Background: an optimization exercise with open tools, aiming at small area. Do not read the settings as production practice.
In this exercise RTL edits were held to simulation tests only and were not proved equivalent to the original.

==> flow/design.v, too long to show whole: its modules and the start of the top module <==
// module multiplier: 4882 lines
// module fa_cell: 4 lines
// module ha_cell: 4 lines
// module mul_unit: 48 lines
module mul_unit (
    input wire clk,
    input wire A_flag,
    input wire U_flag,
    input wire LongMul,
    input wire [31:0] Rm_data,
    input wire [31:0] Rs_data,
    input wire [31:0] Rn_data,
    input wire [31:0] RdHi_data,
    input wire [31:0] RdLo_data,
    input wire [3:0] cpsr_flags,
    output wire [31:0] result_lo,
    output wire [31:0] result_hi,
    output wire [3:0] flags_out
);
  // ...
==> flow/run.sh <==
#!/bin/bash
# synth_recipe.tcl (not shown) runs the flow's synth.tcl, then flattens the netlist and writes it again
# the make line also repeats each setting of config.mk as NAME=value (left out here)
make -C /OpenROAD-flow-scripts/flow DESIGN_CONFIG=/design/flow/config.mk WORK_HOME=/design/flow/orfs CLKGATE_MAP_FILE= SYNTH_SCRIPT=/design/flow/synth_recipe.tcl finish
==> flow/config.mk <==
export PLATFORM = sky130hd
export DESIGN_NAME = mul_unit
export DESIGN_NICKNAME = mul_unit
export VERILOG_FILES = /design/flow/design.v
export SDC_FILE = /design/flow/constraint.sdc
export NUM_CORES = 4
export LEC_CHECK = 0
export ABC_AREA = 1
export CAP_MARGIN = 20
export CORE_MARGIN = 2
export CORE_UTILIZATION = 75
export SLEW_MARGIN = 20
export SYNTH_HIERARCHICAL = 1
export SYNTH_MINIMUM_KEEP_SIZE = 0
==> flow/constraint.sdc <==
create_clock -name core_clock -period 14.0 [get_ports {clk}]
set_input_delay 2.8000 -clock core_clock [delete_from_list [all_inputs] [get_ports {clk}]]
set_output_delay 2.8000 -clock core_clock [all_outputs]
set_load 0.01 [all_outputs]
==> flow_summary_export.csv, run 1 <==
group,metric,value,unit
grt,top_usage_layer,"met2",
critical_path,crit_start,"Rs_data[7]",
synthesis,yosys_warnings,7,
synthesis,synthDistinctLibCells,23,
sta,max_slew_margin,0.294,
sta,maxSlewViolCount,0,
layout,fillers,2192,
route,dr_wl_met3,15100,um
sta,whs,0.325,ns
grt,grt_overflow,0,
layout,largestClassByArea,"multi-input gates",
critical_path,path_delay_family,"adder cells",
job,maxCapViolCount,0,
layout,layout_common_cells,"xor2_1 (543), fa_1 (514), o22ai_1 (511)",
layout,layoutNonFillerInstCount,3507,
route,route.top_layer_used,"met5",
route,dr.pass1.iters,9,
sta,finalCriticalPeriod,13.24,ns
status,status,"complete, no violations",
synthesis,synthXorXnorAreaFrac,0.182,
placed_design,portBuffers,232,
grt,grt_pass1_vias,27600,
route,drt_iter0_drc,3836,
critical_path,cp-endpoint,"res_q[63]",
route,drt_wl_total,98900,um
layout,n_all_buffers,348,
critical_path,worstSetupEndpointType,"flop",
placed_design,dp.cells,3473,
worst_hold_path,whs_endpoint,"res_qq[30]",
==> inputs of run 2 (changes only) <==
--- a/flow/config.mk
+++ b/flow/config.mk
@@ -9,5 +9,5 @@
 export CAP_MARGIN = 20
 export CORE_MARGIN = 2
-export CORE_UTILIZATION = 75
+export CORE_UTILIZATION = 40
 export SLEW_MARGIN = 20
 export SYNTH_HIERARCHICAL = 1
==> run 2 against run 1 <==
Via count is 7.9% lower. Flip-flop and latch count stayed put. Critical path type unchanged. Highest routed layer unchanged. Still clean on timing, DRC and antenna. Clock skew is 0.0070 ns lower. Critical endpoint unchanged. Die area is 85% higher. Sequential share of layout area is 0.15 points lower.
==> flow_summary_export.csv, run 2 <==
group,metric,value,unit
synthesis,yosys_warnings,7,
placed_design,portBuffers,232,
placed_design,place_ws,0.767,ns
synthesis,synth_top_area_cell,"fa_1",
clocking,cts-buffers-inserted,17,
clocking,cts_hold_buf,0,
synthesis,synth-main-ff-cell,"dfxtp_1",
route,drc,0,
clocking,ctsResizeCount,0,
grt,grt_pass1_vias,25200,
grt,grt_max_degree,66,
layout,seq_area,2680,um2
sta,skew,0.00828,ns
critical_path,crit_fanout,17,
route,dr.pass1.iters,6,
sta,setup_viol,0,
placed_design,placed_cell_area,31100,um2
worst_hold_path,hold_path_class,"flop to flop",
critical_path,worstSetupEndpointType,"flop",
layout,layout_common_cells,"xor2_1 (543), fa_1 (514), o22ai_1 (511)",
synthesis,synth_commonest_cells,"xor2_1 (543), fa_1 (514), o22ai_1 (511)",
synthesis,synth_edf_count,0,
synthesis,synth_top_family_by_area,"adder cells",
clocking,clk_pin_slew,0.06,ns
synthesis,synthXorXnorAreaFrac,0.182,
sta,finalSetupTns,0,ns
synthesis,synthDistinctLibCells,23,
synthesis,synth.most_common_cell,"xor2_1",
grt,grt_pass1_wl,151000,um
synthesis,synthAdderAreaFrac,0.452,
layout,drive_gt1_frac,0.0810,
sta,tightest_slew,0.887,ns
sta,max_clock_freq,0.0789,GHz
grt,antenna_found_initial,1,
layout,final_core_util,0.454,
clocking,root_buffer,"clkbuf_16",
clocking,cts_sinks,134,
sta,hold_viol_final,0,
sta,worst_slack,1.33,ns
clocking,post_cts_buffers,0,
layout,layoutNonFillerInstCount,3942,
synthesis,synth_area_leaders,"fa_1 (36%), xor2_1 (17%), o22ai_1 (11%)",
die,core_area,70000,um2
sta,max_slew_margin,0.397,
synthesis,synth_compound_area_frac,0.125,
layout,final_area,31800,um2
grt,grt_overflow,0,
critical_path,slowest_stage,"fa_1",
synthesis,synthesis.area,28300,um2
die,start_util,0.404,
critical_path,cp_slowest_stage_delay,0.48,ns
synthesis,synthCells,2959,
die,fp.dieArea,72800,um2
layout,multi_input_area,23500,um2
die,die_h,270,um
route,drt_iter0_drc,2716,
clocking,cts_tree,"built",
clocking,cts_max_path_buffers,2,
critical_path,criticalPathCategory,"primary input to flop",
die,die_w,270,um
layout,reg.largest.list,"res_q: 64 flops, res_qq: 64 flops",
route,postRouteAntennaNets,0,
synthesis,synth_seq_cells,134,
placed_design,routabilityCongestion,0.968,
layout,finalNetCount,3870,
sta,period_share,0.905,
die,rows,97,
sta,finalCriticalPeriod,12.67,ns
synthesis,avgSynthCellArea,9.56,um2
synthesis,synth.top_cell.area_share,0.364,
job,maxCapViolCount,0,
sta,whs,0.321,ns
clocking,h-tree-depth,4,
critical_path,cp_data_required_time,14.42,ns
placed_design,dp.cells,3908,
route,drt_wl_total,99000,um
synthesis,synth-async-reset-ratio,0,
grt,grtUsageTotal,0.271,
layout,fillers,6629,
synthesis,synth_fp_nets,3841,
sta,maxSlewViolCount,0,
critical_path,cpMostUsedCell,"nand2_1",
sta,rsz0062_at_grt,"false",
clocking,worstSkewPairLatency,0.49,ns
critical_path,start_kind,"primary input",
layout,area_growth,12.4,%
route,via_count,23400,
synthesis,synthSimpleGateAreaFrac,0.0632,
synthesis,synthMuxAreaShare,0.00531,
status,status,"complete, no violations",
route,avgViaCountPerCell,5.95,
synthesis,ys_seq_area_frac,0.0949,
die,io_pins,236,
route,drt-wirelength-per-cell,25.1,um
placed_design,dp_hpwl,73900,um
critical_path,worstPathArrival,13.09,ns
layout,final_common_cell,"xor2_1",
==> run 2: modules after synthesis, one instance, submodules excluded <==
| module | times used | cells | flops+latches |
|---|---|---|---|
| multiplier | 1 | 2126 | 0 |
| ha_cell | 123 | 1 | 0 |
| mul_unit | 1 | 196 | 134 |
| fa_cell | 514 | 1 | 0 |
==> run 2: worst max-delay path, delay by kind of cell <==
kind                     cells  cell delay [ns]
adder cells (fa/ha/maj)     13             4.79
AND/OR/NAND/NOR             38             2.93
buffers and inverters        3             1.13
AO/OA/AOI/OAI                5             0.86
XOR/XNOR                     3             0.53
==> run 2: path summary, 6_finish.rpt <==
path                   start         end  slack, ns  cells after the start
setup / recovery  Rs_data[7]   res_q[63]       1.33                     62
hold / removal     res_q[41]  res_qq[41]       0.32                      0
setup reg to reg         c_q        c_qq      13.58                      0
hold reg to reg    res_q[41]  res_qq[41]       0.32                      0
==> run 2: metal layers <==
layer / part of all wire / global-route usage
met2: 0.46 / 0.434
met3: 0.11 / 0.0770
met1: 0.37 / 0.332
met5: 0.00013 / 0
met4: 0.055 / 0.142
==> run 2: area by class of cell <==
type	instances	share of cell area
clock inverter	15	0.00626
antenna	1	0.0000787
clock buffer	17	0.0134
timing repair buffer	355	0.101
multi-input combinational	2305	0.738
sequential	134	0.0844
inverter	175	0.0207
tap	940	0.0370
==> run 2: logic make-up after synthesis <==
| logic type | after synthesis |
|---|---|
| adders and majority gates | 714 |
| xor gates and xnor gates | 587 |
| AOI/OAI and AO/OA | 575 |
| buffers and inverters | 520 |
| and+or+nand+nor | 414 |
| DFF | 134 |
| muxes | 15 |

==> afterwards: timing with drivers on the ports <==
Ports are ideal in the flow. The routed layouts listed here were re-timed in OpenROAD. Step 1, drivers: a clkbuf_16 drives clk and a buf_2 each remaining input, both assumed. Step 2 moves the port delays by t, midway between the first and last clock arrival at a register: inputs arrive t later, outputs are due t later. That takes back most of the time a late clock gives input paths. a / b / c = ideal ports / drivers / drivers and shift; a / b = the first two.
| run | shift t [ns] | setup slack, ns | slew at the worst register clock pin (ns) | worst data-port slew with drivers (ns) |
|---|---|---|---|---|
| run 1 | 0.534 | 0.765 / 0.774 / 0.240 | 0.08 / 0.08 | 0.07 |
| run 2 | 0.546 | 1.330 / 1.305 / 0.760 | 0.08 / 0.08 | 0.17 |
After both steps every run listed still meets setup and hold. The setup slack of run 2, which loses most, moves by -0.025 ns with the drivers and by -0.570 ns with both steps.
